This design comes from an exercise in tuning for small area, a short achievable clock period and few clock cycles per item on the open sky130 flow, not from production work.
The RTL was checked by simulation tests, not by an equivalence proof against the original design.
Power is estimated from default activity; no workload was simulated.

===== flow/constraint.sdc =====
create_clock -name core_clock -period 5.0 [get_ports {clk}]
set_input_delay 1.0000 -clock core_clock [delete_from_list [all_inputs] [get_ports {clk}]]
set_output_delay 1.0000 -clock core_clock [all_outputs]
set_load 0.01 [all_outputs]

===== flow/config.mk =====
export PLATFORM = sky130hd
export DESIGN_NAME = simon2share
export DESIGN_NICKNAME = simon2share
export VERILOG_FILES = /design/flow/design.v
export SDC_FILE = /design/flow/constraint.sdc
export NUM_CORES = 4
export LEC_CHECK = 0
export CAP_MARGIN = 20
export CORE_MARGIN = 2
export CORE_UTILIZATION = 70
export CTS_CLUSTER_DIAMETER = 90
export CTS_CLUSTER_SIZE = 28
export PLACE_DENSITY = 0.82
export SETUP_SLACK_MARGIN = 2.45
export SLEW_MARGIN = 20
export TNS_END_PERCENT = 5

===== flow/standard.sh =====
#!/bin/bash
# synth_recipe.tcl (not shown) runs the flow's synth.tcl, then flattens the netlist and writes it again
# the make line also repeats each setting of config.mk as NAME=value (left out here)
make -C /OpenROAD-flow-scripts/flow DESIGN_CONFIG=/design/flow/config.mk WORK_HOME=/design/flow/orfs CLKGATE_MAP_FILE= SYNTH_SCRIPT=/design/flow/synth_recipe.tcl "${@:-finish}"

===== flow/flow/run.sh =====
#!/bin/bash
# Standard ORFS layout (the standard.sh) with two changes to buffering:
#  - ports get a buf_2 as port buffer instead of the default cell;
#  - after global placement, each output-gate flip-flop (done_n, last_n) gets a
#    two-level buffer tree: one buffer per cluster of its loads (gate_tree.tcl).
# make's full output goes to standard.log; ORFS keeps per-step logs in orfs/logs.
set -uo pipefail
here=$(pwd)
export BUFFER_PORTS_ARGS="-buffer_cell sky130_fd_sc_hd__buf_2"
export POST_GLOBAL_PLACE_TCL="$here/flow/gate_tree.tcl"
export GATE_TREE_FLOPS='done_n$_DFF_P_ last_n$_DFF_P_'
export GATE_TREE_FANOUT=16
export GATE_TREE_CELL=sky130_fd_sc_hd__buf_4
bash standard.sh > standard.log 2>&1

===== flow/flow/gate_tree.tcl =====
# Build a two-level buffer tree for each output-gate net: the gate flip-flop
# drives one buffer per cluster of loads, placed at the cluster's centre.
proc gate_tree_kmeans {pts k} {
  # pts: list of {x y}; returns list of cluster indices
  set n [llength $pts]
  set cent {}
  for {set c 0} {$c < $k} {incr c} {
    lappend cent [lindex [lsort -real -index 2 [lmap p $pts {list {*}$p [expr {atan2([lindex $p 1]-0.0, [lindex $p 0]-0.0)}]}]] [expr {($c * $n) / $k}]]
  }
  set cent [lmap c $cent {lrange $c 0 1}]
  set asg [lrepeat $n 0]
  for {set it 0} {$it < 30} {incr it} {
    set i 0
    foreach p $pts {
      set best 0; set bd 1e30
      set c 0
      foreach q $cent {
        set d [expr {abs([lindex $p 0]-[lindex $q 0]) + abs([lindex $p 1]-[lindex $q 1])}]
        if {$d < $bd} { set bd $d; set best $c }
        incr c
      }
      lset asg $i $best
      incr i
    }
    set newc {}
    for {set c 0} {$c < $k} {incr c} {
      set sx 0.0; set sy 0.0; set m 0
      set i 0
      foreach p $pts {
        if {[lindex $asg $i] == $c} { set sx [expr {$sx + [lindex $p 0]}]; set sy [expr {$sy + [lindex $p 1]}]; incr m }
        incr i
      }
      if {$m > 0} { lappend newc [list [expr {$sx/$m}] [expr {$sy/$m}]] } else { lappend newc [lindex $cent $c] }
    }
    set cent $newc
  }
  return [list $asg $cent]
}

proc gate_tree {flop_name per_buf cell} {
  set block [ord::get_db_block]
  set dbu [$block getDbUnitsPerMicron]
  set inst [$block findInst $flop_name]
  if {$inst == "NULL"} { puts "gate_tree: no instance $flop_name"; return }
  set net [[$inst findITerm Q] getNet]
  # drop buffers already hanging on the net, so the tree sees the real loads
  for {set pass 0} {$pass < 8} {incr pass} {
    set bufs {}
    foreach it [$net getITerms] {
      if {[$it isOutputSignal]} continue
      set li [$it getInst]
      set m [$li getMaster]
      if {[string match "*__buf_*" [$m getName]] || [string match "*__clkbuf_*" [$m getName]]} {
        set onet [[$li findITerm X] getNet]
        # keep port buffers
        if {[llength [$onet getBTerms]] > 0} continue
        lappend bufs [get_cells [$li getName]]
      }
    }
    if {[llength $bufs] == 0} break
    remove_buffers $bufs
    set net [[$inst findITerm Q] getNet]
  }
  set pins {}; set pts {}
  foreach it [$net getITerms] {
    if {[$it isOutputSignal]} continue
    set li [$it getInst]
    set loc [$it getAvgXY]
    if {[lindex $loc 0] == 0} { set b [$li getBBox]; set loc [list 1 [expr {([$b xMin]+[$b xMax])/2}] [expr {([$b yMin]+[$b yMax])/2}]] }
    lappend pins "[$li getName]/[[$it getMTerm] getName]"
    lappend pts [list [expr {double([lindex $loc 1])/$dbu}] [expr {double([lindex $loc 2])/$dbu}]]
  }
  set n [llength $pins]
  set k [expr {max(1, int(ceil(double($n) / $per_buf)))}]
  puts "gate_tree: $flop_name net [$net getName] loads $n clusters $k"
  lassign [gate_tree_kmeans $pts $k] asg cent
  for {set c 0} {$c < $k} {incr c} {
    set lp {}
    set i 0
    foreach p $pins { if {[lindex $asg $i] == $c} { lappend lp [get_pins $p] }; incr i }
    if {[llength $lp] == 0} continue
    set xy [lindex $cent $c]
    insert_buffer -buffer_cell $cell -net [get_nets [$net getName]] -load_pins $lp -location $xy
  }
}

# Hook body (sourced after global placement): one tree per output-gate flop.
foreach flop $::env(GATE_TREE_FLOPS) {
  gate_tree $flop $::env(GATE_TREE_FANOUT) $::env(GATE_TREE_CELL)
}

===== flow/design.v =====
`timescale 1ns / 1ps
module p_datapath(clk, comp, gate_x_n, gate_y_n, data_ina, data_inb, key_ina, key_inb, cipher_out);
input clk, comp, gate_x_n, gate_y_n, data_ina, data_inb;
input [63:0] key_ina, key_inb;
output [127:0] cipher_out;
wire [63:0] Xout_a, Xout_b, Yout_a, Yout_b;
data_share2 share_a(.clk(clk), .comp(comp), .data_in(data_ina), .key_in(key_ina),
		    .X_out(Xout_a), .Y_out(Yout_a), .X_in(Xout_b));
data_share2 share_b(.clk(clk), .comp(comp), .data_in(data_inb), .key_in(key_inb),
		    .X_out(Xout_b), .Y_out(Yout_b), .X_in(Xout_a));
wire [127:0] gate = ~{{64{gate_x_n}}, {64{gate_y_n}}};
wire [127:0] res1 = {Xout_a, Yout_a} & gate;
wire [127:0] res2 = {Xout_b, Yout_b} & gate;
assign cipher_out = res1 ^ res2;
endmodule
module data_share2(clk, comp, data_in, key_in, X_out, Y_out, X_in);
input clk, comp, data_in;
input [63:0] key_in;
input [63:0] X_in;
output [63:0] X_out, Y_out;
localparam [63:0] PX = 64'haaaaaaaaaaaaaaaa;
localparam [63:0] PY = ~PX;
reg [63:0] Xs, Ys;
wire [63:0] X = Xs ^ PX;
wire [63:0] Y = Ys ^ PY;
wire [63:0] XL1 = {X[62:0], X[63]};
wire [63:0] XL2 = {X[61:0], X[63:62]};
wire [63:0] XL8 = {X[55:0], X[63:56]};
wire [63:0] XoL8 = {X_in[55:0], X_in[63:56]};
wire [63:0] own = XL1 & XL8;
wire [63:0] xprod = XL1 & XoL8;
always@(posedge clk)
begin
	if (comp) begin
		Xs <= (Y ^ XL2 ^ own ^ xprod ^ key_in) ^ PX;
		Ys <= X ^ PY;
	end
	else begin
		{Xs, Ys} <= {data_in, X, Y[63:1]} ^ {PX, PY};
	end
end
assign X_out = X;
assign Y_out = Y;
endmodule
`timescale 1ns / 1ps
module p_keysch10(clk, comp, load_key, z, data_in, key_out);
input clk, comp, load_key, z, data_in;
output [63:0] key_out;
localparam [63:0] PX = 64'haaaaaaaaaaaaaaaa;
localparam [63:0] PY = ~PX;
reg [63:0] KXs, KYs;
wire [63:0] KX = KXs ^ PX;
wire [63:0] KY = KYs ^ PY;
localparam [63:0] c = 64'hfffffffffffffffc;
always@(posedge clk)
begin
	if (comp) begin
		KXs <= (c ^ {63'd0, z} ^ KY ^ {KX[2:0],KX[63:3]} ^ {KX[3:0],KX[63:4]}) ^ PX;
		KYs <= KX ^ PY;
	end
	else begin
		{KXs, KYs} <= {load_key ? data_in : KY[0], KX, KY[63:1]} ^ {PX, PY};
	end
end
assign key_out = KY;
endmodule
`timescale 1ns / 1ps
module p_keysch11(clk, comp, load_key, data_in, key_out);
input clk, comp, load_key, data_in;
output [63:0] key_out;
localparam [63:0] PX = 64'haaaaaaaaaaaaaaaa;
localparam [63:0] PY = ~PX;
reg [63:0] KXs, KYs;
wire [63:0] KX = KXs ^ PX;
wire [63:0] KY = KYs ^ PY;
always@(posedge clk)
begin
	if (comp) begin
		KXs <= (KY ^ {KX[2:0],KX[63:3]} ^ {KX[3:0],KX[63:4]}) ^ PX;
		KYs <= KX ^ PY;
	end
	else begin
		{KXs, KYs} <= {load_key ? data_in : KY[0], KX, KY[63:1]} ^ {PX, PY};
	end
end
assign key_out = KY;
endmodule
`timescale 1ns / 1ps
module simon2share(clk, data_ina, data_inb, data_rdy, cipher_out, Done);
input clk;
input data_ina, data_inb;
input [1:0] data_rdy;
output [127:0] cipher_out;
output reg Done;
localparam [0:127] ZN = {67'b0101111011100000011010010011000101000010001111110010110110011101011, 60'd0, 1'b1};
reg [6:0] counter;	 
reg comp;		 
reg last_n, done_n;
wire load_key = (data_rdy == 2);
always @(posedge clk)
begin
	if (data_rdy == 0 || data_rdy == 2)
		counter <= 0;
	else
		counter <= counter + 1;
end
always @(posedge clk)
begin
	comp <= (data_rdy == 1 && counter == 127) || (data_rdy == 3 && comp);
	Done <= (data_rdy == 3) && comp && (counter == 67);
	done_n <= !((data_rdy == 3) && comp && (counter == 67));
	last_n <= !((data_rdy == 3) && ((comp && counter == 66) || !last_n));
end
reg z;
always @(posedge clk)
	z <= ZN[counter];
wire [63:0] keya, keyb;
p_datapath mydatapath(.clk(clk), .comp(comp), .gate_x_n(last_n), .gate_y_n(done_n),
		      .data_ina(data_ina), .data_inb(data_inb),
		      .key_ina(keya), .key_inb(keyb),
		      .cipher_out(cipher_out));
p_keysch10 mykeysch_a(.clk(clk), .comp(comp), .load_key(load_key), .z(z),
		      .data_in(data_ina), .key_out(keya));
p_keysch11 mykeysch_b(.clk(clk), .comp(comp), .load_key(load_key),
		      .data_in(data_inb), .key_out(keyb));
endmodule

==> results of run 1 <==
## metrics by stage
stage                     setup WS, ps  util, %
after floorplan                   3030        -
after global placement            2490     74.5
after detailed placement          2810     74.6
after CTS                         2330     77.4
after global routing              2310     77.9
final                             2340     77.9
## synthesized netlist by cell type (2+ instances only)
| cell type | count | area, um^2 |
|---|---|---|
| mux2i_1 | 445 | 4450 |
| and3_1 | 2 | 12.5 |
| nand2b_1 | 2 | 12.5 |
| inv_1 | 4 | 15.0 |
| and2_1 | 6 | 37.5 |
| xnor2_1 | 613 | 5370 |
| ha_1 | 5 | 62.6 |
| nand2_1 | 133 | 499 |
| xor2_1 | 161 | 1410 |
| nand3_1 | 4 | 20.0 |
| buf_2 | 45 | 225 |
| dfxtp_1 | 524 | 10500 |
| buf_1 | 11 | 41.3 |
| clkbuf_1 | 25 | 93.8 |
| nand4_1 | 2 | 12.5 |
| nor2_1 | 169 | 634 |
| nor2b_1 | 34 | 213 |
| o21ai_0 | 67 | 335 |
| a21oi_1 | 6 | 30.0 |
## final cells by class
class                           count  area [um^2]  area share [%]
Multi-Input combinational cell   1660        13600            51.8
Sequential cell                   524        10500            40.2
Timing Repair Buffer              159          931            3.54
Clock buffer                       24          579            2.21
Tap cell                          448          561            2.13
Inverter                            5         18.8          0.0715
Clock inverter                      1         8.76          0.0334
## layout by cell type, fill, tap and decap left out, types with 4 or more instances in the layout
cell type  instances
xor2_1           129
xnor2_2           13
xnor2_1          598
nand3_1            4
dfxtp_4            5
buf_4             20
mux2i_1          445
dfxtp_1          488
xor2_2            30
and2_1             6
buf_12             5
nand2_1          133
inv_1              4
dfxtp_2           31
nor2_1           169
buf_2            133
o21ai_0           67
clkbuf_16         23
ha_1               5
a21oi_1            6
nor2b_1           34
## state kept, by name, indices dropped and copies added, names as in the netlist
signal and count:
mykeysch_a.KYs 64, Done 1, counter 7, mydatapath.share_a.Xs 64, mykeysch_a.KXs 64, mydatapath.share_b.Ys 64
z 1, done_n 1, mykeysch_b.KXs 64, last_n 1, mykeysch_b.KYs 64, mydatapath.share_b.Xs 64
comp 1, mydatapath.share_a.Ys 64
## timing repair
action | CTS | global route
gates resized for setup | 48 | 42
hold buffers | 0 | 0
buffers inserted | 5 | 4
endpoints found under the setup margin | 128 | 128
pin swaps | 6 | 6
## worst max path at each step
| stage | start | end | slack (ps) | cells past startpoint |
|---|---|---|---|---|
| final | mydatapath.share_b.Xs[11] | cipher_out[75] | 2340 | 3 |
| after global routing | mydatapath.share_a.Xs[23] | cipher_out[87] | 2310 | 3 |
| after CTS | mydatapath.share_a.Xs[34] | cipher_out[98] | 2330 | 3 |
| after detailed placement | mydatapath.share_a.Xs[25] | cipher_out[89] | 2810 | 3 |
| after global placement | done_n | cipher_out[3] | 2490 | 3 |
| after floorplan | last_n | cipher_out[100] | 3030 | 3 |
## worst register-to-register path: stages, from the launching register on
cell and delay, ps:
dfxtp_4 1060, buf_12 690, mux2i_1 370
## cell families after synthesis
logic type                 after synthesis  synth area share [%]
xor gates and xnor gates               774                  28.1
DFF                                    524                  43.5
muxes                                  448                  18.7
and+or+nand+nor                        354                  6.05
buffers and inverters                   88                  1.65
AOI/OAI and AO/OA                       79                  1.72
adders and majority gates                5                 0.260
## report_power, final
group | internal, mW | switching, mW
Sequential | 4.36 | 0.295
Combinational | 0.527 | 0.414
Clock | 0.836 | 1.26
Total | 5.72 | 1.96
## metal layers
layer	GRT usage [%]	share of wire [%]	vias up
li1	-	-	7559
met3	2.51	3.0	64
met2	45.6	47	237
met5	0	0	-
met1	40.1	48	7451
met4	6.08	2.2	0
==> impl_results.md, run 1 <==
- Status: complete, no violations
- Worst setup path category: flop to output pin
- Worst relative slew slack: 27.2%
- Area growth, synth to finish: 8.94%
- Setup TNS: 0 ps
- Max Slew Vio Count: 0
- Crit path DAT: 1660 ps
- Slowest cell on crit path: dfxtp_1
- Synth Flop Type: dfxtp_1
- Final Cycle Share: 53.2%
- Power per Cell Area: 293 nW/um^2
- Port Buf Inserts: 133
- CP endpoint kind: output pin
- Worst path required time: 4000 ps
- FF-to-FF path depth: 2
- Max Freq: 376 MHz
- Worst R2R Setup Slack: 2810 ps
- FF-to-FF End: mydatapath.share_a.Ys[27]
- Initial core utilization: 71.5%
- Fin Clk Skew: 17.0 ps
- Share of cells above drive strength 1: 11.5%
- Hold_sp: mydatapath.share_b.Ys[43]
- Final hold slack: 501 ps
- Clock sinks: 524
- Synth Cell Area: 24,100 um^2
- Hold Path Depth: 1
- Post-synth EDFFs: 0
- Die Ht: 190 um
- Placed Cells: 2,787
- Ports: 134
- Critical Path Fanout Max: 5
- RSZ-0062 raised after global routing: true
- Peak supply drop: 0.000231 V
- Fill cells: 2,377
- Vias per cell: 5.43
- Sequential element share of the synthesized area: 43.5%
- Pwr Total: 7.69 mW
- Post-Synthesis Cells: 2,272
- 1st-pass router iterations: 5
- Largest net degree at the start of global routing: 120
- HPWL Detailed: 35,800 um
- Buf/Inv on CP: 1
- Max_cap viols: 0
- Avg Cell Area, Syn: 10.6 um^2
- Core Region: 33,700 um^2
- First-pass GRT wire length: 81,300 um
- Hold WC Path Type: flop to flop
- Vias in the first global route: 15,221
- Synth cell types: 33
- Leakage: 9.04 nW
- Syn_nets: 2,282
- CTS buffer count: 22
- Detailed Route Iter0 Violations: 969
- CTS H-Tree Depth: 1
- # diodes: 0
- Min cycle time layout: 2660 ps
- Post-layout instance area: 26,300 um^2
- NumNets Final: 2,382
- Post-DP Area: 25,100 um^2
- Global Route Usage Sum: 27.8%
- Number of cell rows: 67
- Async S/R FF share, synth: 0%
- Routed WL per cell: 17.7 um
- Worst-margin pin slew: 1090 ps
- Die Wd: 190 um
- DIE AREA: 35,900 um^2
- Grt ovf: 0
- Clock transition at path regs: 110 ps
- YS warnings: 4
- Critical Path Start Type: flop
- Initial antenna violation count: 0
- Final Hold Fails: 0
- Hold EP: mydatapath.share_b.Ys[42]
- # DRC: 0
- CP Cell Sequence: xor2_2 > nor2b_1 > buf_2
- Post-route ant nets: 0
- Family with the most delay on the worst path: flip-flops
- Setup violations, final: 0
- RR Startpoint: comp
- DRT Wirelength: 49,800 um
- Synthesized flop and latch total: 524
- Via count: 15,311
- Clock tree root buffer cell: clkbuf_16
- Clk Latency, worst-skew pair: 550 ps
- Worst stage delay on the critical path: 500 ps
- CTS tree: done
- Clock Tree Buf Depth: 3
- Final std cells w/o fill: 2,821
Testbench counts, summed over its fixed seeds: cycles 20,800, items 64.
==> run 2, diff against run 1 <==
--- a/flow/flow/run.sh
+++ b/flow/flow/run.sh
@@ -9,6 +9,6 @@
 export BUFFER_PORTS_ARGS="-buffer_cell sky130_fd_sc_hd__buf_2"
 export POST_GLOBAL_PLACE_TCL="$here/flow/gate_tree.tcl"
 export GATE_TREE_FLOPS='done_n$_DFF_P_ last_n$_DFF_P_'
-export GATE_TREE_FANOUT=16
+export GATE_TREE_FANOUT=10
 export GATE_TREE_CELL=sky130_fd_sc_hd__buf_4
 bash standard.sh > standard.log 2>&1
--- a/flow/config.mk
+++ b/flow/config.mk
@@ -13,4 +13,3 @@
 export PLACE_DENSITY = 0.82
 export SETUP_SLACK_MARGIN = 2.45
 export SLEW_MARGIN = 20
-export TNS_END_PERCENT = 5
==> impl_results.md, run 2 <==
- # DRC: 0
- Critical Path Start Type: flop
- Largest area contributor in the netlist: dfxtp_1
- Peak supply drop: 0.000246 V
- Hold Path Depth: 1
- Crit path DAT: 1550 ps
- Grt ovf: 0
- Core Region: 33,700 um^2
- HPWL Detailed: 35,600 um
- Port Buf Inserts: 133
- Max Slew Vio Count: 0
- Post-Synthesis Cells: 2,272
- Vias per cell: 5.45
- Vias in the first global route: 15,446
- 1st-pass router iterations: 4
- Routed WL per cell: 18.2 um
- Fin Clk Skew: 18.2 ps
- Die Ht: 190 um
- Post-synth top cells: 613 x xnor2_1, 524 x dfxtp_1, 445 x mux2i_1
- Leakage: 9.33 nW
- Sequential element share of the synthesized area: 43.5%
- Top-area cell type share of the netlist area: 43.5%
- Max Freq: 392 MHz
- Hold_sp: mydatapath.share_b.Ys[43]
- Synth area leaders: dfxtp_1 44%, xnor2_1 22%, mux2i_1 18%
- CP endpoint kind: output pin
- CTS tree: done
- Final Cycle Share: 51.0%
- First-pass GRT wire length: 82,700 um
- Worst R2R Setup Slack: 2810 ps
- # diodes: 0
- Top-count cell post-synth: xnor2_1
- Syn_nets: 2,282
- YS warnings: 4
- Commonest non-fill, non-tap cell in the layout: xnor2_1
- Min cycle time layout: 2550 ps
- Max_cap viols: 0
- Status: complete, no violations
- Final std cells w/o fill: 2,844
- Worst relative slew slack: 26.9%
- Synth cell types: 33
- Hold WC Path Type: flop to flop
- Setup violations, final: 0
- Async S/R FF share, synth: 0%
- Fill cells: 2,150
- Detailed Route Iter0 Violations: 884
- Share of cells above drive strength 1: 15.4%
- Clk Latency, worst-skew pair: 560 ps
- Clock Tree Buf Depth: 3
- Placed Cells: 2,792
- RSZ-0062 raised after global routing: true
- DRT Wirelength: 51,700 um
- Final Hold Fails: 0
- Commonest non-fill, non-tap cells in the layout: 581 x xnor2_1, 448 x dfxtp_1, 445 x mux2i_1
- Clock transition at path regs: 100 ps
- Largest net degree at the start of global routing: 120
- Via count: 15,510
- FF-to-FF End: mydatapath.share_b.Ys[24]
- Ports: 134
- Power per Cell Area: 286 nW/um^2
- CTS buffer count: 22
- Critical Path Fanout Max: 6
- Clock tree root buffer cell: clkbuf_16
- RR Startpoint: comp
- Worst-margin pin slew: 1100 ps
- CTS H-Tree Depth: 1
- Hold EP: mydatapath.share_b.Ys[42]
- Synth Cell Area: 24,100 um^2
- Worst setup path category: flop to output pin
- Clock sinks: 524
- Synth Flop Type: dfxtp_1
- CP Launch Point: last_n
- FF-to-FF path depth: 2
- Die Wd: 190 um
- Setup TNS: 0 ps
- DIE AREA: 35,900 um^2
- Number of cell rows: 67
- Initial antenna violation count: 0
- Post-route ant nets: 0
- Area growth, synth to finish: 12.6%
- Post-synth EDFFs: 0
- NumNets Final: 2,406
- Avg Cell Area, Syn: 10.6 um^2
- Initial core utilization: 71.5%
- Global Route Usage Sum: 28.3%
- Synthesized flop and latch total: 524
- Worst path required time: 4000 ps
==> run 2: cell counts after synthesis <==
No cell type changed its count.
==> run 2: routing by layer <==
| metal | wire (um) | GRT usage (%) | vias up |
|---|---|---|---|
| met5 | 0 | 0 | - |
| met4 | 900 | 5.66 | 0 |
| met3 | 1670 | 2.58 | 54 |
| met2 | 24700 | 47.7 | 250 |
| met1 | 24400 | 40.0 | 7562 |
| li1 | - | - | 7644 |
==> run 2: kinds of logic after synthesis <==
family / Yosys count / synth area share, %
AOI/OAI and AO/OA: 79 / 1.72
xor gates and xnor gates: 774 / 28.1
adders and majority gates: 5 / 0.260
buffers and inverters: 88 / 1.65
DFF: 524 / 43.5
muxes: 448 / 18.7
and+or+nand+nor: 354 / 6.05
==> run 2: worst max-delay path: stages (launching register included) <==
cell and delay [ps]:
dfxtp_4 390, buf_12 140, buf_4 160, nor2b_1 150, buf_2 150
==> run 2: report_power, final <==
part	switching (mW)	internal (mW)
clock	1.26	0.833
combinational	0.429	0.562
sequential	0.315	4.35
total	2.00	5.74
==> run 2: final cells by class <==
class	count	area, um^2	area share (%)
sequential	524	10700	39.4
clock buffer	23	576	2.12
clock inverter	1	8.76	0.0323
inverter	5	18.8	0.0692
timing repair buffer	183	1190	4.39
tap	448	561	2.07
multi-input combinational	1660	14100	51.9
==> run 2: worst max-delay path by stage <==
stage,cells past startpoint,slack [ps],to
6_report,4,2450,cipher_out[111]
5_1_grt,4,2370,cipher_out[111]
4_1_cts,4,2450,cipher_out[124]
3_5_place_dp,3,2770,cipher_out[2]
3_3_place_gp,3,2490,cipher_out[3]
2_1_floorplan,3,3030,cipher_out[100]
==> run 2: what timing repair did <==
| action | 4_1_cts | 5_1_grt |
|---|---|---|
| resized for setup | 138 | 104 |
| buffers inserted | 16 | 12 |
| endpoints found under the setup margin | 128 | 78 |
| pin swaps | 17 | 13 |
| hold buffers | 0 | 0 |
==> run 2: per-stage QoR <==
step	hold slack [ps]	power, mW	worst slack [ps]	cell area (um^2)	util [%]
floorplan	459	5.41	3030	24100	-
global placement	470	5.60	2490	25100	74.5
detailed placement	476	5.63	2770	25200	74.7
CTS	503	7.75	2450	26700	79.1
global route	521	8.04	2370	27100	80.5
finish	501	7.75	2450	27100	80.5
==> run 3, diff against run 2 <==
--- a/flow/flow/run.sh
+++ b/flow/flow/run.sh
@@ -9,6 +9,6 @@
 export BUFFER_PORTS_ARGS="-buffer_cell sky130_fd_sc_hd__buf_2"
 export POST_GLOBAL_PLACE_TCL="$here/flow/gate_tree.tcl"
 export GATE_TREE_FLOPS='done_n$_DFF_P_ last_n$_DFF_P_'
-export GATE_TREE_FANOUT=10
+export GATE_TREE_FANOUT=16
 export GATE_TREE_CELL=sky130_fd_sc_hd__buf_4
 bash standard.sh > standard.log 2>&1
--- a/flow/config.mk
+++ b/flow/config.mk
@@ -11,5 +11,5 @@
 export CTS_CLUSTER_DIAMETER = 90
 export CTS_CLUSTER_SIZE = 28
 export PLACE_DENSITY = 0.82
-export SETUP_SLACK_MARGIN = 2.45
+export SETUP_SLACK_MARGIN = 2.6
 export SLEW_MARGIN = 20
==> impl_results.md, run 3 <==
- Status: complete, no violations
- Setup TNS: 0 ps
- Avg Cell Area, Syn: 10.6 um^2
- Setup violations, final: 0
- Synth area leaders: dfxtp_1 44%, xnor2_1 22%, mux2i_1 18%
- Die Wd: 190 um
- Hold WC Path Type: flop to flop
- Synth Cell Area: 24,100 um^2
- # DRC: 0
- Number of cell rows: 67
- Top-area cell type share of the netlist area: 43.5%
- Leakage: 9.73 nW
- Synth Flop Type: dfxtp_1
- Vias in the first global route: 16,134
- CTS H-Tree Depth: 1
- Share of cells above drive strength 1: 19.9%
- CTS buffer count: 22
- Max_cap viols: 0
- Critical Path Start Type: flop
- Clk Latency, worst-skew pair: 550 ps
- Routed WL per cell: 19.3 um
- Post-synth top cells: 613 x xnor2_1, 524 x dfxtp_1, 445 x mux2i_1
- Pwr Total: 7.84 mW
- # diodes: 0
- Initial core utilization: 71.5%
- Clock tree root buffer cell: clkbuf_16
- Power per Cell Area: 278 nW/um^2
- Worst relative slew slack: 26.0%
- Synth cell types: 33
- Port Buf Inserts: 133
- Clock Tree Buf Depth: 3
- First-pass GRT wire length: 87,200 um
- CTS tree: done
- Post-synth EDFFs: 0
- Syn_nets: 2,282
- Sequential element share of the synthesized area: 43.5%
- Commonest non-fill, non-tap cell in the layout: xnor2_1
- YS warnings: 4
- Grt ovf: 0
- Detailed Route Iter0 Violations: 1,066
- Largest net degree at the start of global routing: 120
- Vias per cell: 5.56
- Async S/R FF share, synth: 0%
- Fin Clk Skew: 21.3 ps
- Max Freq: 392 MHz
- Area growth, synth to finish: 17.0%
- 1st-pass router iterations: 5
- Critical Path Fanout Max: 6
- Worst-margin pin slew: 1110 ps
- Via count: 16,138
- Global Route Usage Sum: 30.1%
- CP endpoint kind: output pin
- Core Region: 33,700 um^2
- Crit path DAT: 1550 ps
- Synthesized flop and latch total: 524
- Post-route ant nets: 0
- Min cycle time layout: 2550 ps
- Peak supply drop: 0.000259 V
- Largest area contributor in the netlist: dfxtp_1
- Final Hold Fails: 0
- Commonest non-fill, non-tap cells in the layout: 580 x xnor2_1, 445 x mux2i_1, 427 x dfxtp_1
- Top-count cell post-synth: xnor2_1
- Final Cycle Share: 51.0%
- Hold buffers post-CTS: 0
- HPWL Detailed: 35,800 um
- Clock transition at path regs: 110 ps
- Die Ht: 190 um
- DIE AREA: 35,900 um^2
- Worst path required time: 4000 ps
- Post-Synthesis Cells: 2,272
- Worst setup path category: flop to output pin
- Initial antenna violation count: 0
- Ports: 134
- DRT Wirelength: 55,900 um
- NumNets Final: 2,463
- Max Slew Vio Count: 0
- Clock sinks: 524
- RSZ-0062 raised after global routing: true
[run 3: cell counts after synthesis]
No cell type changed its count.
[run 3: what timing repair did]
item / 4_1_cts / 5_1_grt
cloned: 3 / 3
pin swaps: 75 / 19
endpoints found under the setup margin: 128 / 128
endpoints found under the hold margin: 0 / 0
setup buffers: 79 / 5
gates resized for setup: 265 / 112
[run 3: cells by family after synthesis]
family          after synthesis  share of synthesized area, %
buf+inv                      88                          1.65
compound gates               79                          1.72
xor+xnor                    774                          28.1
mux                         448                          18.7
simple gates                354                          6.05
flops                       524                          43.5
fa+ha+maj                     5                         0.260
[run 3: cell type report]
class	count	area, um^2
Multi-Input combinational cell	1660	14300
Timing Repair Buffer	240	1960
Fill cell	1947	5510
Sequential cell	524	10700
Inverter	5	18.8
Clock inverter	1	8.76
Tap cell	448	561
Clock buffer	24	579
[run 3: layer usage]
| layer | global-route usage [%] | wire (um) |
|---|---|---|
| met5 | 0 | 0 |
| met4 | 7.04 | 1300 |
| met3 | 2.77 | 1870 |
| met2 | 50.6 | 27000 |
| met1 | 42.2 | 25700 |
[run 3: final timing paths]
kind                             from                   endpoint  slack, ps  cells after the start
max reg2reg                      comp  mydatapath.share_a.Ys[29]       2790                      2
max                            last_n            cipher_out[103]       2450                      4
min reg2reg  mydatapath.share_a.Xs[1]   mydatapath.share_a.Xs[0]        490                      1
min          mydatapath.share_a.Xs[1]   mydatapath.share_a.Xs[0]        490                      1
[run 3: power by group]
| group | internal, mW | switching (mW) |
|---|---|---|
| clock network | 0.837 | 1.26 |
| logic | 0.609 | 0.473 |
| registers | 4.35 | 0.311 |
| total | 5.80 | 2.05 |
[run 3: critical path, stage by stage (launching register included)]
cell and delay [ps]:
dfxtp_4 380, buf_12 160, clkbuf_16 170, nor2b_1 130, buf_2 150
[run 3: metrics by stage]
stage | hold WS, ps | util (%) | instances | worst slack [ps] | area (um^2)
5_1_grt | 514 | 83.7 | 2902 | 2410 | 28200
6_report | 488 | 83.7 | 2902 | 2450 | 28200
2_1_floorplan | 459 | - | 2272 | 3030 | 24100
3_3_place_gp | 470 | 74.5 | 2780 | 2490 | 25100
3_5_place_dp | 481 | 74.6 | 2787 | 2810 | 25100
4_1_cts | 500 | 82.0 | 2894 | 2490 | 27600
==> run 4, diff against run 3 <==
--- a/flow/config.mk
+++ b/flow/config.mk
@@ -11,5 +11,5 @@
 export CTS_CLUSTER_DIAMETER = 90
 export CTS_CLUSTER_SIZE = 28
 export PLACE_DENSITY = 0.82
-export SETUP_SLACK_MARGIN = 2.6
+export SETUP_SLACK_MARGIN = 2.5
 export SLEW_MARGIN = 20
==> impl_results.md, run 4 <==
- Status: complete, no violations
- Setup TNS: 0 ps
- # diodes: 0
- Leakage: 9.72 nW
- RSZ-0062 raised after global routing: true
- CTS H-Tree Depth: 1
- Syn_nets: 2,282
- Max Slew Vio Count: 0
- Sequential element share of the synthesized area: 43.5%
- Fin Clk Skew: 21.3 ps
- Top-count cell post-synth: xnor2_1
- Synth Flop Type: dfxtp_1
- Top-area cell type share of the netlist area: 43.5%
- YS warnings: 4
- Hold buffers post-CTS: 0
- Async S/R FF share, synth: 0%
- NumNets Final: 2,452
- Internal power: 5.78 mW
- Worst setup path category: flop to output pin
- Largest family of logic cells by synthesized area: XOR/XNOR gates
- Clock transition at path regs: 110 ps
- Hold WC Path Type: flop to flop
- Share of cells above drive strength 1: 20.2%
- Clk Latency, worst-skew pair: 560 ps
- Synth Cell Area: 24,100 um^2
- Synthesized flop and latch total: 524
- DRT Wirelength: 56,500 um
- Area growth, synth to finish: 17.5%
- Ports: 134
- Adder-cell share of the synthesized area: 0.260%
- Die Ht: 190 um
- Pwr Total: 7.84 mW
- Grt ovf: 0
- Peak supply drop: 0.000236 V
- Clock share of power: 26.8%
- Die Wd: 190 um
- First-pass GRT wire length: 84,900 um
- CTS buffer count: 22
- Worst relative slew slack: 26.2%
- Core Region: 33,700 um^2
- CP endpoint kind: output pin
- Number of cell rows: 67
- Detailed Route Iter0 Violations: 921
- Avg Cell Area, Syn: 10.6 um^2
- Post-synth EDFFs: 0
- Max Freq: 379 MHz
- Area share of and/or/nand/nor cells after synthesis: 6.05%
- Reg power frac: 59.5%
- Routed WL per cell: 19.5 um
- Sw Pwr: 2.06 mW
- Post-synth top cells: 613 x xnor2_1, 524 x dfxtp_1, 445 x mux2i_1
- Post-route ant nets: 0
- DIE AREA: 35,900 um^2
- Initial antenna violation count: 0
- Largest net degree at the start of global routing: 120
- CTS tree: done
- Min cycle time layout: 2640 ps
- 1st-pass router iterations: 5
- Vias per cell: 5.54
- Initial core utilization: 71.5%
- Max_cap viols: 0
- Power per Cell Area: 277 nW/um^2
- Mux contribution to synthesized area: 18.7%
- Critical Path Fanout Max: 5
- Final Hold Fails: 0
- Vias in the first global route: 15,721
- Post-synthesis compound-gate area fraction: 1.72%
- Port Buf Inserts: 133
- Global Route Usage Sum: 29.2%
- Post-Synthesis Cells: 2,272
- Synth cell types: 33
- Clock Tree Buf Depth: 3
- Clock tree root buffer cell: clkbuf_16
- Switching part of the total: 26.2%
- # DRC: 0
- HPWL Detailed: 35,800 um
- Gate power share: 13.7%
- Post-synthesis xor/xnor area fraction: 28.1%
- Setup violations, final: 0
- Worst path required time: 4000 ps
- Final Cycle Share: 52.7%
- Crit path DAT: 1640 ps
- Commonest non-fill, non-tap cells in the layout: 580 x xnor2_1, 445 x mux2i_1, 435 x dfxtp_1
- Worst-margin pin slew: 1110 ps
- Commonest non-fill, non-tap cell in the layout: xnor2_1
- Critical Path Start Type: flop
- Clock sinks: 524
- Via count: 16,018
- Largest area contributor in the netlist: dfxtp_1
- Synth area leaders: dfxtp_1 44%, xnor2_1 22%, mux2i_1 18%
## run 4: cell counts after synthesis
Identical to the previous run, type by type.
## run 4: stage by stage
stage               cell area [um^2]  util, %  cells  worst slack, ps  hold slack (ps)
floorplan                      24100        -   2272             3030              459
global placement               25100     74.5   2780             2490              470
detailed placement             25100     74.6   2787             2810              481
CTS                            27100     80.5   2846             2450              506
global route                   28300     84.1   2891             2370              522
finish                         28300     84.1   2891             2360              500
## run 4: cell type report
type / instances / area (um^2)
Clock buffer: 24 / 579
Sequential cell: 524 / 10700
Fill cell: 1912 / 5370
Timing Repair Buffer: 229 / 2000
Clock inverter: 1 / 8.76
Multi-Input combinational cell: 1660 / 14400
Inverter: 5 / 18.8
Tap cell: 448 / 561
## run 4: power by group through the flow
stage | clock [mW] | sequential [mW] | combinational (mW)
6_report | 2.10 | 4.67 | 1.07
5_1_grt | 2.27 | 4.70 | 1.16
4_1_cts | 2.13 | 4.66 | 0.980
3_5_place_dp | 0 | 4.73 | 0.901
3_3_place_gp | 0 | 4.72 | 0.875
2_1_floorplan | 0 | 4.64 | 0.763
## run 4: final timing paths
kind / start / to / slack, ps / depth (start not counted)
worst max-delay path: last_n / cipher_out[97] / 2360 / 4
worst min-delay path: mykeysch_b.KYs[25] / mykeysch_b.KYs[24] / 500 / 1
worst max register to register: comp / mydatapath.share_a.Xs[38] / 2730 / 2
worst min register to register: mykeysch_b.KYs[25] / mykeysch_b.KYs[24] / 500 / 1
## run 4: logic make-up after synthesis
group	Yosys count
fa+ha+maj	5
compound gates	79
buf+inv	88
mux	448
xor+xnor	774
flops	524
simple gates	354
## run 4: timing repair
action / 4_1_cts / 5_1_grt
resized for setup: 218 / 192
setup endpoints to repair: 128 / 126
buffers inserted: 31 / 38
gates cloned: 3 / 7
pin swaps: 36 / 63
## run 4: metal layers
layer | part of all wire, % | global-route usage, %
met5 | 0 | 0
met4 | 2.1 | 6.20
met3 | 3.5 | 2.56
met2 | 49 | 49.0
met1 | 45 | 41.3
## run 4: worst max-delay path, stage by stage (launching register included)
cell and delay [ps]:
dfxtp_4 390, buf_12 150, clkbuf_16 170, nor2b_1 200, buf_2 170
==> run 5, diff against run 4 <==
--- a/flow/config.mk
+++ b/flow/config.mk
@@ -11,5 +11,5 @@
 export CTS_CLUSTER_DIAMETER = 90
 export CTS_CLUSTER_SIZE = 28
 export PLACE_DENSITY = 0.82
-export SETUP_SLACK_MARGIN = 2.5
+export SETUP_SLACK_MARGIN = 2.4
 export SLEW_MARGIN = 20
==> impl_results.md, run 5 <==
- Clock sinks: 524
- Crit path DAT: 1570 ps
- 1st-pass router iterations: 5
- Top-area cell type share of the netlist area: 43.5%
- CTS tree: done
- Synth cell types: 33
- Top-count cell post-synth: xnor2_1
- Critical Path Fanout Max: 5
- Max Freq: 388 MHz
- Global Route Usage Sum: 28.0%
- Switching part of the total: 25.7%
- Hold Path Depth: 1
- Synth area leaders: dfxtp_1 44%, xnor2_1 22%, mux2i_1 18%
- Initial core utilization: 71.5%
- FF-to-FF path depth: 2
- Area growth, synth to finish: 10.1%
- Min cycle time layout: 2570 ps
- Commonest non-fill, non-tap cell in the layout: xnor2_1
- Clock tree root buffer cell: clkbuf_16
- Setup TNS: 0 ps
- Routed WL per cell: 17.8 um
- DIE AREA: 35,900 um^2
- Ports: 134
- Multi-input logic area: 13,800 um^2
- Pwr Total: 7.72 mW
- Post-synth top cells: 613 x xnor2_1, 524 x dfxtp_1, 445 x mux2i_1
- Port Buf Inserts: 133
- Reg power frac: 60.4%
- Post-route ant nets: 0
- Reg area: 10,600 um^2
- RSZ-0062 raised after global routing: true
- Vias in the first global route: 15,350
- Grt ovf: 0
- Largest area contributor in the netlist: dfxtp_1
- First-pass GRT wire length: 81,900 um
- Clk Latency, worst-skew pair: 560 ps
- Internal power: 5.74 mW
- Gate power share: 12.5%
- Core Region: 33,700 um^2
- NumNets Final: 2,387
- YS warnings: 4
- Final hold slack: 501 ps
- Post-synth EDFFs: 0
- Sw Pwr: 1.98 mW
- Status: complete, no violations
- Sequential element share of the synthesized area: 43.5%
- Worst path required time: 4000 ps
- Clock transition at path regs: 110 ps
- Synth Flop Type: dfxtp_1
- HPWL Detailed: 35,800 um
- FF-to-FF End: mykeysch_a.KXs[20]
- CP endpoint kind: output pin
- Number of cell rows: 67
- Die Wd: 190 um
- Peak supply drop: 0.000233 V
- Post-Synthesis Cells: 2,272
- Leakage: 9.17 nW
- Largest net degree at the start of global routing: 120
- Hold_sp: mydatapath.share_b.Ys[43]
- Worst setup path category: flop to output pin
- CTS buffer count: 22
- Worst relative slew slack: 25.8%
- Vias per cell: 5.43
- Worst-margin pin slew: 1110 ps
- Max_cap viols: 0
- Syn_nets: 2,282
- Via count: 15,339
- Detailed Route Iter0 Violations: 875
- Final Hold Fails: 0
- Avg Cell Area, Syn: 10.6 um^2
- Share of cells above drive strength 1: 13.1%
- Die Ht: 190 um
- Final Cycle Share: 51.5%
- RR Startpoint: comp
- # diodes: 0
- Fill cells: 2,329
- Clock share of power: 27.1%
- Async S/R FF share, synth: 0%
- Synth Cell Area: 24,100 um^2
- Hold EP: mydatapath.share_b.Ys[42]
- Critical Path Start Type: flop
- Worst R2R Setup Slack: 2810 ps
- Power per Cell Area: 291 nW/um^2
- CTS H-Tree Depth: 1
- Commonest non-fill, non-tap cells in the layout: 581 x xnor2_1, 470 x dfxtp_1, 445 x mux2i_1
- Clock Tree Buf Depth: 3
- Max Slew Vio Count: 0
- Hold WC Path Type: flop to flop
- Synthesized flop and latch total: 524
- Fin Clk Skew: 21.4 ps
- # DRC: 0
- Initial antenna violation count: 0
- DRT Wirelength: 50,200 um
- Setup violations, final: 0
-- run 5: cell counts after synthesis --
No cell type changed its count.
-- run 5: stage by stage --
stage	setup slack, ps	std cells	utilization, %	cell area [um^2]
2_1_floorplan	3030	2272	-	24100
3_3_place_gp	2490	2780	74.5	25100
4_1_cts	2310	2826	78.1	26300
6_report	2430	2826	78.8	26600
5_1_grt	2370	2826	78.8	26600
3_5_place_dp	2810	2787	74.6	25100
-- run 5: critical path, stage by stage, from the launching register on --
cell     delay (ps)
dfxtp_2         420
xor2_2          280
nor2b_1         190
buf_2           140
-- run 5: layout make-up --
type	count	area share (%)
clock buffer	24	2.18
clock inverter	1	0.0330
inverter	5	0.0707
multi-input combinational	1660	52.1
sequential	524	39.8
tap	448	2.11
timing repair buffer	164	3.66
-- run 5: how the worst max path moves through the flow --
stage	start	endpoint	slack, ps	depth (start not counted)
2_1_floorplan	last_n	cipher_out[100]	3030	3
3_3_place_gp	done_n	cipher_out[3]	2490	3
3_5_place_dp	mydatapath.share_a.Xs[25]	cipher_out[89]	2810	3
4_1_cts	mydatapath.share_a.Xs[25]	cipher_out[89]	2310	3
5_1_grt	mydatapath.share_a.Xs[25]	cipher_out[89]	2370	3
6_report	mydatapath.share_a.Xs[25]	cipher_out[89]	2430	3
-- run 5: kinds of logic after synthesis --
logic type / Yosys count / synth area share, %
AOI/OAI and AO/OA: 79 / 1.72
xor gates and xnor gates: 774 / 28.1
adders and majority gates: 5 / 0.260
buffers and inverters: 88 / 1.65
DFF: 524 / 43.5
muxes: 448 / 18.7
and+or+nand+nor: 354 / 6.05
-- run 5: routing by layer --
metal,share of wire (%),vias up,wire length [um],global-route usage (%)
met4,2.1,0,1080,6.14
met5,0,-,0,0
met1,48,7454,24100,40.4
li1,-,7574,-,-
met3,3.0,64,1530,2.27
met2,47,247,23500,46.3
-- run 5: power by group through the flow --
stage          logic (mW)  registers (mW)  clock network (mW)
2_1_floorplan       0.763            4.64                   0
3_3_place_gp        0.875            4.72                   0
3_5_place_dp        0.901            4.73                   0
4_1_cts             0.947            4.65                2.13
5_1_grt              1.06            4.70                2.27
6_report            0.964            4.66                2.10
-- run 5: what timing repair did --
action,in CTS,in global routing
hold buffers,0,0
pin swaps,18,0
setup buffers,14,0
gates resized for setup,98,36
endpoints found under the setup margin,128,70
==> run 6, diff against run 5 <==
--- a/flow/flow/run.sh
+++ b/flow/flow/run.sh
@@ -9,6 +9,6 @@
 export BUFFER_PORTS_ARGS="-buffer_cell sky130_fd_sc_hd__buf_2"
 export POST_GLOBAL_PLACE_TCL="$here/flow/gate_tree.tcl"
 export GATE_TREE_FLOPS='done_n$_DFF_P_ last_n$_DFF_P_'
-export GATE_TREE_FANOUT=16
-export GATE_TREE_CELL=sky130_fd_sc_hd__buf_4
+export GATE_TREE_FANOUT=22
+export GATE_TREE_CELL=sky130_fd_sc_hd__buf_8
 bash standard.sh > standard.log 2>&1
--- a/flow/config.mk
+++ b/flow/config.mk
@@ -11,5 +11,5 @@
 export CTS_CLUSTER_DIAMETER = 90
 export CTS_CLUSTER_SIZE = 28
 export PLACE_DENSITY = 0.82
-export SETUP_SLACK_MARGIN = 2.4
+export SETUP_SLACK_MARGIN = 2.45
 export SLEW_MARGIN = 20
==> impl_results.md, run 6 <==
- Internal power: 5.75 mW
- Via count: 15,592
- First-pass GRT wire length: 82,800 um
- CP endpoint kind: output pin
- FF-to-FF path depth: 2
- Async S/R FF share, synth: 0%
- CTS buffer count: 22
- DIE AREA: 35,900 um^2
- YS warnings: 4
- Commonest non-fill, non-tap cell in the layout: xnor2_1
- CTS H-Tree Depth: 1
- Gate power share: 12.8%
- Grt ovf: 0
- Post-route ant nets: 0
- Final Cycle Share: 51.4%
- Met1 wire length: 24,300 um
- Power per Cell Area: 286 nW/um^2
- Critical Path Start Type: flop
- Clock share of power: 27.0%
- Hold buffers post-CTS: 0
- Die Ht: 190 um
- Synth Flop Type: dfxtp_1
- RR Startpoint: comp
- Min cycle time layout: 2570 ps
- FF-to-FF End: mydatapath.share_a.Ys[31]
- Routed WL per cell: 18.3 um
- Sw Pwr: 2.00 mW
- Worst relative slew slack: 27.3%
- Die Wd: 190 um
- Setup violations, final: 0
- Post-DP Area: 25,200 um^2
- DRT Wirelength: 51,900 um
- Post-Synthesis Cells: 2,272
- Sequential element share of the synthesized area: 43.5%
- Crit path DAT: 1570 ps
- Clock tree root buffer cell: clkbuf_16
- Peak supply drop: 0.000264 V
- Hold EP: mydatapath.share_b.Ys[38]
- Syn_nets: 2,282
- Clock sinks: 524
- Max_cap viols: 0
- Commonest non-fill, non-tap cells in the layout: 581 x xnor2_1, 448 x dfxtp_1, 445 x mux2i_1
- Clock Tree Buf Depth: 3
- Hold_sp: mydatapath.share_b.Ys[39]
- Synth cell types: 33
- # DRC: 0
- Synth area leaders: dfxtp_1 44%, xnor2_1 22%, mux2i_1 18%
- Fin Clk Skew: 16.7 ps
- Largest area contributor in the netlist: dfxtp_1
- Post-synth EDFFs: 0
- RSZ-0062 raised after global routing: true
- Synthesized flop and latch total: 524
- Leakage: 9.34 nW
- Largest net degree at the start of global routing: 120
- Vias per cell: 5.49
- Critical Path Fanout Max: 7
- Port Buf Inserts: 133
- Worst path required time: 4000 ps
- 1st-pass router iterations: 4
- Post-layout instance area: 27,100 um^2
- Max layer used: met4
- Metal3 WL: 1860 um
- Area growth, synth to finish: 12.6%
- Max Slew Vio Count: 0
- Avg Cell Area, Syn: 10.6 um^2
- Hold Path Depth: 1
- Synth Cell Area: 24,100 um^2
- Switching part of the total: 25.8%
- Initial core utilization: 71.5%
- # diodes: 0
- Routed met2 length: 24,600 um
- Setup TNS: 0 ps
- Max Freq: 389 MHz
- Status: complete, no violations
- Hold WC Path Type: flop to flop
- Initial antenna violation count: 0
- Clock transition at path regs: 110 ps
- Final Hold Fails: 0
- Detailed Route Iter0 Violations: 808
- Worst R2R Setup Slack: 2770 ps
- Reg power frac: 60.2%
- Number of cell rows: 67
- Top-count cell post-synth: xnor2_1
- Final hold slack: 503 ps
- Worst setup path category: flop to output pin
- CTS tree: done
- NumNets Final: 2,403
- Post-synth top cells: 613 x xnor2_1, 524 x dfxtp_1, 445 x mux2i_1
- Vias in the first global route: 15,402
- HPWL Detailed: 35,800 um
- Clk Latency, worst-skew pair: 560 ps
- Top-area cell type share of the netlist area: 43.5%
- Core Region: 33,700 um^2
- Worst-margin pin slew: 1090 ps
- Ports: 134
- Share of cells above drive strength 1: 15.1%
- Global Route Usage Sum: 28.3%
- CP Launch Point: done_n
run 6: cell counts after synthesis:
Identical to the previous run, type by type.
run 6: cell families after synthesis:
| kind of cell | after synthesis | share of synthesized area (%) |
|---|---|---|
| XOR/XNOR | 774 | 28.1 |
| multiplexers | 448 | 18.7 |
| adder cells (fa/ha/maj) | 5 | 0.260 |
| flip-flops | 524 | 43.5 |
| AO/OA/AOI/OAI | 79 | 1.72 |
| buffers and inverters | 88 | 1.65 |
| AND/OR/NAND/NOR | 354 | 6.05 |
run 6: worst max-delay path by stage:
| stage | slack [ps] | end |
|---|---|---|
| 2_1_floorplan | 3030 | cipher_out[100] |
| 3_3_place_gp | 2490 | cipher_out[3] |
| 3_5_place_dp | 2800 | cipher_out[89] |
| 4_1_cts | 2440 | cipher_out[89] |
| 5_1_grt | 2380 | cipher_out[11] |
| 6_report | 2430 | cipher_out[11] |
run 6: cell type report:
cell class / count / area [um^2]
inverter: 5 / 18.8
clock inverter: 1 / 8.76
timing repair buffer: 180 / 1250
fill: 2185 / 6550
tap: 448 / 561
sequential: 524 / 10700
clock buffer: 24 / 579
multi-input combinational: 1660 / 14100
run 6: timing repair:
action / 4_1_cts / 5_1_grt
setup endpoints to repair: 128 / 90
resized for setup: 131 / 99
hold endpoints to repair: 0 / 0
pin swaps: 19 / 19
gates cloned: 0 / 2
setup buffers: 16 / 15
run 6: worst max-delay path, cell delays in order (launching register included):
cell,delay (ps)
dfxtp_4,430
buf_12,160
clkbuf_16,170
nor2_2,120
buf_2,140
run 6: metal layers:
layer	global-route usage [%]	vias up
li1	-	7612
met1	40.5	7652
met2	47.0	264
met3	2.62	64
met4	5.84	0
met5	0	-
run 6: power by group through the flow:
stage          Sequential (mW)  Clock (mW)  Combinational (mW)
2_1_floorplan             4.64           0               0.763
3_3_place_gp              4.72           0               0.875
3_5_place_dp              4.73           0               0.900
4_1_cts                   4.66        2.13               0.959
5_1_grt                   4.70        2.27                1.08
6_report                  4.67        2.09               0.996
run 6: per-stage QoR:
stage          worst slack, ps  power, mW  std cells  util [%]
2_1_floorplan             3030       5.41       2272         -
3_3_place_gp              2490       5.60       2780      74.5
3_5_place_dp              2800       5.63       2784      74.7
4_1_cts                   2440       7.75       2825      79.0
5_1_grt                   2380       8.05       2842      80.6
6_report                  2430       7.75       2842      80.6
==> run 7, diff against run 6 <==
==> flow/flow/run.sh (replaced) <==
#!/bin/bash
# Standard ORFS layout (the standard.sh) with changes to buffering only:
#  - ports get a buf_2 as port buffer instead of the default cell;
#  - after global placement (post_gp.tcl):
#    * each output-gate flip-flop (done_n, last_n) gets a two-level buffer
#      tree, one buffer per cluster of its loads (gate_tree.tcl);
#    * each output's share-combining XOR that also feeds the round logic gets
#      a private copy placed at the output gate (clone_out.tcl).
# make's full output goes to standard.log; ORFS keeps per-step logs in orfs/logs.
set -uo pipefail
here=$(pwd)
export FLOW_DIR_V="$here/flow"
export BUFFER_PORTS_ARGS="-buffer_cell sky130_fd_sc_hd__buf_2"
export POST_GLOBAL_PLACE_TCL="$here/flow/post_gp.tcl"
export GATE_TREE_FLOPS='done_n$_DFF_P_ last_n$_DFF_P_'
export GATE_TREE_FANOUT=16
export GATE_TREE_CELL=sky130_fd_sc_hd__buf_4
bash standard.sh > standard.log 2>&1
==> flow/flow/clone_out.tcl (new file) <==
# Give each output's share-combining gate (the XOR/XNOR of the two shares that
# feeds the output gate) a private copy when the same gate also feeds the round
# logic, so the output path drives one nearby load.
proc clone_out_xor {port_pattern} {
  set block [ord::get_db_block]
  set n 0
  foreach bt [$block getBTerms] {
    if {![string match $port_pattern [$bt getName]]} continue
    set pnet [$bt getNet]
    # port buffer
    set pbuf ""
    foreach it [$pnet getITerms] { if {[$it isOutputSignal]} { set pbuf [$it getInst] } }
    if {$pbuf == ""} continue
    set gnet [[$pbuf findITerm A] getNet]
    set gate ""
    foreach it [$gnet getITerms] { if {[$it isOutputSignal]} { set gate [$it getInst] } }
    if {$gate == ""} continue
    foreach git [$gate getITerms] {
      if {![$git isInputSignal]} continue
      set xnet [$git getNet]
      if {$xnet == "NULL"} continue
      set x ""
      foreach it [$xnet getITerms] { if {[$it isOutputSignal]} { set x [$it getInst] } }
      if {$x == ""} continue
      set m [[$x getMaster] getName]
      if {![string match "*xor2*" $m] && ![string match "*xnor2*" $m]} continue
      set nloads 0
      foreach it [$xnet getITerms] { if {[$it isInputSignal]} { incr nloads } }
      if {$nloads < 2} continue
      set cname "[$x getName]_oclone"
      set c [odb::dbInst_create $block [$x getMaster] $cname]
      foreach xit [$x getITerms] {
        if {![$xit isInputSignal]} continue
        [$c findITerm [[$xit getMTerm] getName]] connect [$xit getNet]
      }
      set cnet [odb::dbNet_create $block "${cname}_net"]
      set oname [[[lindex [lmap t [$x getITerms] {expr {[$t isOutputSignal] ? $t : [continue]}}] 0] getMTerm] getName]
      [$c findITerm $oname] connect $cnet
      $git disconnect
      $git connect $cnet
      set loc [$gate getLocation]
      $c setLocation [lindex $loc 0] [lindex $loc 1]
      $c setPlacementStatus PLACED
      incr n
    }
  }
  puts "clone_out_xor: cloned $n gates"
}

# Hook body (sourced after global placement, after gate_tree.tcl).
clone_out_xor {cipher_out*}
--- a/flow/flow/gate_tree.tcl
+++ b/flow/flow/gate_tree.tcl
@@ -54,11 +54,12 @@
         set onet [[$li findITerm X] getNet]
         # keep port buffers
         if {[llength [$onet getBTerms]] > 0} continue
-        lappend bufs [get_cells [$li getName]]
+        lappend bufs [$li getName]
       }
     }
     if {[llength $bufs] == 0} break
-    remove_buffers $bufs
+    # one at a time: remove_buffers is given exactly one instance per call
+    foreach b $bufs { remove_buffers [get_cells $b] }
     set net [[$inst findITerm Q] getNet]
   }
   set pins {}; set pts {}
==> flow/flow/post_gp.tcl (new file) <==
# After global placement: buffer trees for the output gates, then private
# copies of the output XORs.
source $::env(FLOW_DIR_V)/gate_tree.tcl
source $::env(FLOW_DIR_V)/clone_out.tcl
==> impl_results.md, run 7 <==
- Status: complete, no violations
- Core Region: 33,700 um^2
- Initial core utilization: 71.5%
- Slowest cell on crit path: dfxtp_4
- Largest area contributor in the netlist: dfxtp_1
- Via count: 15,888
- Post-synth top cells: 613 x xnor2_1, 524 x dfxtp_1, 445 x mux2i_1
- Port Buf Inserts: 133
- Setup TNS: 0 ps
- Worst stage delay on the critical path: 520 ps
- Worst relative slew slack: 26.1%
- Critical Path Fanout Max: 20
- Max_cap viols: 0
- Max Slew Vio Count: 0
- Worst path required time: 4000 ps
- Area share of and/or/nand/nor cells after synthesis: 6.05%
- Avg Cell Area, Syn: 10.6 um^2
- Clock tree root buffer cell: clkbuf_16
- Worst setup path category: flop to output pin
- Worst R2R Setup Slack: 2830 ps
- Vias in the first global route: 15,861
- Peak supply drop: 0.000249 V
- Synth Cell Area: 24,100 um^2
- Area growth, synth to finish: 9.78%
- Largest net degree at the start of global routing: 120
- FF-to-FF path depth: 2
- Worst-margin pin slew: 1110 ps
- Synth area leaders: dfxtp_1 44%, xnor2_1 22%, mux2i_1 18%
- RR Startpoint: comp
- Synthesized flop and latch total: 524
- Hold buffers post-CTS: 0
- Setup violations, final: 0
- YS warnings: 4
- FF-to-FF End: mydatapath.share_b.Xs[21]
- Syn_nets: 2,282
- Top-area cell type share of the netlist area: 43.5%
- # diodes: 0
- Largest family of logic cells by synthesized area: XOR/XNOR gates
- DIE AREA: 35,900 um^2
- Post-route ant nets: 0
- Pwr Total: 7.71 mW
- HPWL Detailed: 39,000 um
- 1st-pass router iterations: 6
- # DRC: 0
- Number of cell rows: 67
- Die Ht: 190 um
- Clk Latency, worst-skew pair: 560 ps
- Top-count cell post-synth: xnor2_1
- Adder-cell share of the synthesized area: 0.260%
- Final hold slack: 501 ps
- Max Freq: 393 MHz
- CP endpoint kind: output pin
- Clock sinks: 524
- Crit path DAT: 1540 ps
- Die Wd: 190 um
- Commonest non-fill, non-tap cell in the layout: xnor2_1
- Sequential element share of the synthesized area: 43.5%
- CTS buffer count: 22
- Initial antenna violation count: 0
- Post-synthesis compound-gate area fraction: 1.72%
- Hold WC Path Type: flop to flop
- Routed WL per cell: 18.4 um
- Fin Clk Skew: 14.8 ps
- Detailed Route Iter0 Violations: 917
- Ports: 134
- CP Cell Sequence: buf_6 > nor2_1 > buf_2
- Post-Synthesis Cells: 2,272
- Grt ovf: 0
- Min cycle time layout: 2540 ps
- Vias per cell: 5.52
- Post-synth EDFFs: 0
- Fill cells: 2,344
- Share of cells above drive strength 1: 10.4%
- Async S/R FF share, synth: 0%
- Global Route Usage Sum: 29.4%
- RSZ-0062 raised after global routing: true
- Final Hold Fails: 0
- DRT Wirelength: 53,100 um
- Synth Flop Type: dfxtp_1
- Synth cell types: 33
- Clock transition at path regs: 110 ps
- Critical Path Start Type: flop
- NumNets Final: 2,439
- CTS H-Tree Depth: 1
- First-pass GRT wire length: 85,400 um
- Post-synthesis xor/xnor area fraction: 28.1%
- Final Cycle Share: 50.9%
- Clock Tree Buf Depth: 3
- Hold EP: mydatapath.share_b.Ys[2]
- Hold_sp: mydatapath.share_b.Ys[3]
- CTS tree: done
- Commonest non-fill, non-tap cells in the layout: 645 x xnor2_1, 457 x dfxtp_1, 445 x mux2i_1
- Power per Cell Area: 291 nW/um^2
- Leakage: 9.08 nW
- Hold Path Depth: 1
- Mux contribution to synthesized area: 18.7%
-- run 7: worst max-delay path: cells and delay by family (launching register included) --
kind,cells,cell delay (ps)
flops,1,520
simple gates,1,80
buf+inv,2,390
-- run 7: cell families (layout without fill, tap and decap cells) --
kind of cell             Yosys count  in the layout
AO/OA/AOI/OAI                     79             79
XOR/XNOR                         774            838
adder cells (fa/ha/maj)            5              5
buffers and inverters             88            181
flip-flops                       524            524
multiplexers                     448            448
AND/OR/NAND/NOR                  354            354
-- run 7: cell type report --
class | instances | area (um^2) | share of cell area [%]
clock buffer | 23 | 576 | 2.17
tap | 448 | 561 | 2.12
multi-input combinational | 1724 | 13800 | 52.1
sequential | 524 | 10600 | 40.0
clock inverter | 1 | 8.76 | 0.0331
inverter | 5 | 18.8 | 0.0709
timing repair buffer | 152 | 922 | 3.48
-- run 7: repair_timing --
item                                    4_1_cts  5_1_grt
resized for setup                            34       46
endpoints found under the setup margin      128       87
pin swaps                                     0        0
setup buffers                                 0        2
-- run 7: how the worst max path moves through the flow --
stage	from	endpoint	slack (ps)
2_1_floorplan	last_n	cipher_out[100]	3030
4_1_cts	last_n	cipher_out[96]	2450
5_1_grt	done_n	cipher_out[63]	2420
3_5_place_dp	last_n	cipher_out[96]	2860
6_report	last_n	cipher_out[98]	2460
3_3_place_gp	done_n	cipher_out[3]	2490
-- run 7: metrics by stage --
stage | instances | utilization (%) | cell area [um^2] | worst slack (ps)
4_1_cts | 2875 | 78.2 | 26400 | 2450
3_5_place_dp | 2851 | 76.3 | 25700 | 2860
2_1_floorplan | 2272 | - | 24100 | 3030
5_1_grt | 2877 | 78.5 | 26500 | 2420
6_report | 2877 | 78.5 | 26500 | 2460
3_3_place_gp | 2780 | 74.5 | 25100 | 2490
-- run 7: power breakdown --
part	switching [mW]	internal, mW	leakage [nW]	total, mW
combinational	0.404	0.526	4.25	0.930
sequential	0.318	4.36	4.55	4.68
clock	1.26	0.833	0.288	2.10
total	1.99	5.72	9.08	7.71
-- run 7: layer usage --
layer  share of wire [%]  wire, um  GRT usage [%]  up-vias
met4                 2.3      1220           7.39        0
met5                   0         0              0        -
met2                  47     24900           48.4      320
li1                    -         -              -     7760
met1                  47     24700           41.3     7732
met3                 4.2      2210           3.52       76
==> run 8, diff against run 7 <==
--- a/flow/config.mk
+++ b/flow/config.mk
@@ -10,6 +10,6 @@
 export CORE_UTILIZATION = 70
 export CTS_CLUSTER_DIAMETER = 90
 export CTS_CLUSTER_SIZE = 28
-export PLACE_DENSITY = 0.82
+export PLACE_DENSITY = 0.75
 export SETUP_SLACK_MARGIN = 2.45
 export SLEW_MARGIN = 20
==> impl_results.md, run 8 <==
- Worst path required time: 4000 ps
- Reg area: 10,600 um^2
- First-pass GRT wire length: 85,700 um
- Post-route ant nets: 0
- Vias per cell: 5.49
- Sequential element share of the synthesized area: 43.5%
- Max_cap viols: 0
- DRT Wirelength: 53,400 um
- Synth Cell Area: 24,100 um^2
- CP Cell Sequence: xnor2_1 > nor2_1 > buf_2
- Grt ovf: 0
- Number of cell rows: 67
- Peak supply drop: 0.000329 V
- Top-area cell type share of the netlist area: 43.5%
- Setup violations, final: 0
- Area growth, synth to finish: 10.1%
- Post-synth EDFFs: 0
- Gate power share: 12.1%
- # DRC: 0
- Leakage: 9.12 nW
- Routed WL per cell: 18.5 um
- Clock sinks: 524
- DIE AREA: 35,900 um^2
- Async S/R FF share, synth: 0%
- Multi-input logic area: 13,800 um^2
- Commonest non-fill, non-tap cell in the layout: xnor2_1
- Min cycle time layout: 2520 ps
- Setup TNS: 0 ps
- Critical Path Fanout Max: 6
- CTS buffer count: 22
- RSZ-0062 raised after global routing: true
- Clk Latency, worst-skew pair: 560 ps
- Syn_nets: 2,282
- Largest area contributor in the netlist: dfxtp_1
- Worst relative slew slack: 38.9%
- Clock tree root buffer cell: clkbuf_16
- Status: complete, no violations
- NumNets Final: 2,440
- Max Freq: 397 MHz
- Post-DP Area: 25,700 um^2
- Synth area leaders: dfxtp_1 44%, xnor2_1 22%, mux2i_1 18%
- Final Cycle Share: 50.3%
- Worst stage delay on the critical path: 560 ps
- Worst R2R Setup Slack: 2950 ps
- Switching part of the total: 25.8%
- Top-count cell post-synth: xnor2_1
- Slowest cell on crit path: dfxtp_1
- Clock transition at path regs: 110 ps
- Fin Clk Skew: 14.5 ps
- Vias in the first global route: 15,480
- Crit path DAT: 1520 ps
- Share of cells above drive strength 1: 10.8%
- CTS H-Tree Depth: 1
- Die Wd: 190 um
- 1st-pass router iterations: 7
- Detailed Route Iter0 Violations: 923
- Hold WC Path Type: flop to flop
- Sw Pwr: 2.00 mW
- Ports: 134
- Largest net degree at the start of global routing: 145
- Die Ht: 190 um
- Fill cells: 2,351
- Hold buffers post-CTS: 0
- Synth cell types: 33
- Commonest non-fill, non-tap cells in the layout: 645 x xnor2_1, 456 x dfxtp_1, 445 x mux2i_1
- Post-synth top cells: 613 x xnor2_1, 524 x dfxtp_1, 445 x mux2i_1
- Post-Synthesis Cells: 2,272
- Buf/Inv on CP: 1
- # diodes: 0
- Initial antenna violation count: 0
- Critical Path Start Type: flop
- Final Hold Fails: 0
- CP endpoint kind: output pin
- Via count: 15,816
- Global Route Usage Sum: 29.5%
- Initial core utilization: 71.5%
- Reg power frac: 60.6%
- Max Slew Vio Count: 0
- Synthesized flop and latch total: 524
- Worst setup path category: flop to output pin
- Clock share of power: 27.2%
- Port Buf Inserts: 133
- CTS tree: done
- Clock Tree Buf Depth: 3
- HPWL Detailed: 39,400 um
- Family with the most delay on the worst path: flip-flops
- Post-layout instance area: 26,500 um^2
- Power per Cell Area: 291 nW/um^2
- Core Region: 33,700 um^2
- Internal power: 5.72 mW
- Avg Cell Area, Syn: 10.6 um^2
- YS warnings: 4
- Synth Flop Type: dfxtp_1
- Worst-margin pin slew: 917 ps
## run 8: metal layers
metal | wire [um] | global-route usage, % | vias to the layer above
met5 | 0 | 0 | -
met3 | 2110 | 3.47 | 50
li1 | - | - | 7753
met2 | 25100 | 48.8 | 270
met4 | 955 | 5.34 | 0
met1 | 25200 | 42.1 | 7743
## run 8: layout make-up
class | instances | share of cell area, %
multi-input combinational | 1724 | 52.1
sequential | 524 | 39.9
timing repair buffer | 153 | 3.57
clock buffer | 24 | 2.18
tap | 448 | 2.11
inverter | 5 | 0.0707
clock inverter | 1 | 0.0330
## run 8: final timing paths
path	depth (start not counted)	start	endpoint
max reg2reg	5	counter[0]	z
min	1	mydatapath.share_a.Ys[59]	mydatapath.share_a.Ys[58]
min reg2reg	1	mydatapath.share_a.Ys[59]	mydatapath.share_a.Ys[58]
max	3	mydatapath.share_a.Xs[6]	cipher_out[70]
## run 8: power groups by stage
| stage | combinational [mW] | sequential, mW | clock, mW |
|---|---|---|---|
| after floorplan | 0.763 | 4.64 | 0 |
| after global placement | 0.878 | 4.72 | 0 |
| after detailed placement | 0.922 | 4.77 | 0 |
| after CTS | 0.935 | 4.67 | 2.15 |
| after global routing | 1.03 | 4.71 | 2.29 |
| final | 0.937 | 4.68 | 2.10 |
## run 8: kinds of logic (layout without fill, tap and decap cells)
family                     after synthesis  after routing  share of synthesized area [%]
xor gates and xnor gates               774            838                           28.1
DFF                                    524            524                           43.5
muxes                                  448            448                           18.7
and+or+nand+nor                        354            354                           6.05
buffers and inverters                   88            183                           1.65
AOI/OAI and AO/OA                       79             79                           1.72
adders and majority gates                5              5                          0.260
## run 8: stage by stage
stage / power (mW) / hold slack (ps) / cells / utilization, % / worst slack, ps
2_1_floorplan: 5.41 / 459 / 2272 / - / 3030
3_3_place_gp: 5.60 / 469 / 2778 / 74.4 / 2500
3_5_place_dp: 5.69 / 478 / 2849 / 76.2 / 2840
4_1_cts: 7.75 / 506 / 2879 / 78.3 / 2400
5_1_grt: 8.02 / 520 / 2879 / 78.7 / 2420
6_report: 7.72 / 500 / 2879 / 78.7 / 2480
## run 8: what timing repair did
| item | CTS | global route |
|---|---|---|
| setup endpoints to repair | 128 | 64 |
| gates resized for setup | 30 | 66 |
| setup buffers | 5 | 0 |

[re-timing with driven ports]
The flow's constraints put no driver on any port. The routed layouts listed below were extracted and timed again, unchanged, in two steps.
Step 1 assumes that a clkbuf_16 drives the clock port and a buf_2 every other input.
Step 2, shift: input delay + t, output delay - t, t = (earliest + latest rising clock arrival at the registers) / 2. This alone moves slack from input paths to output paths.
Three values: ideal ports, drivers, drivers and shift; two values: the first two.
run | t (ns) | setup WS [ns] | worst setup path at the end | pins driven straight from the clock port
run 1 | 0.599 | 2.341 / 2.286 / 2.807 | register to register | 1
run 2 | 0.603 | 2.451 / 2.396 / 2.814 | register to register | 1
run 3 | 0.601 | 2.451 / 2.394 / 2.785 | register to register | 1
run 4 | 0.602 | 2.364 / 2.307 / 2.732 | register to register | 1
run 5 | 0.603 | 2.426 / 2.370 / 2.806 | register to register | 1
run 6 | 0.604 | 2.432 / 2.376 / 2.775 | register to register | 1
run 7 | 0.600 | 2.457 / 2.403 / 2.832 | register to register | 1
run 8 | 0.602 | 2.484 / 2.429 / 2.951 | register to register | 1
After both steps every run listed still meets setup and hold.
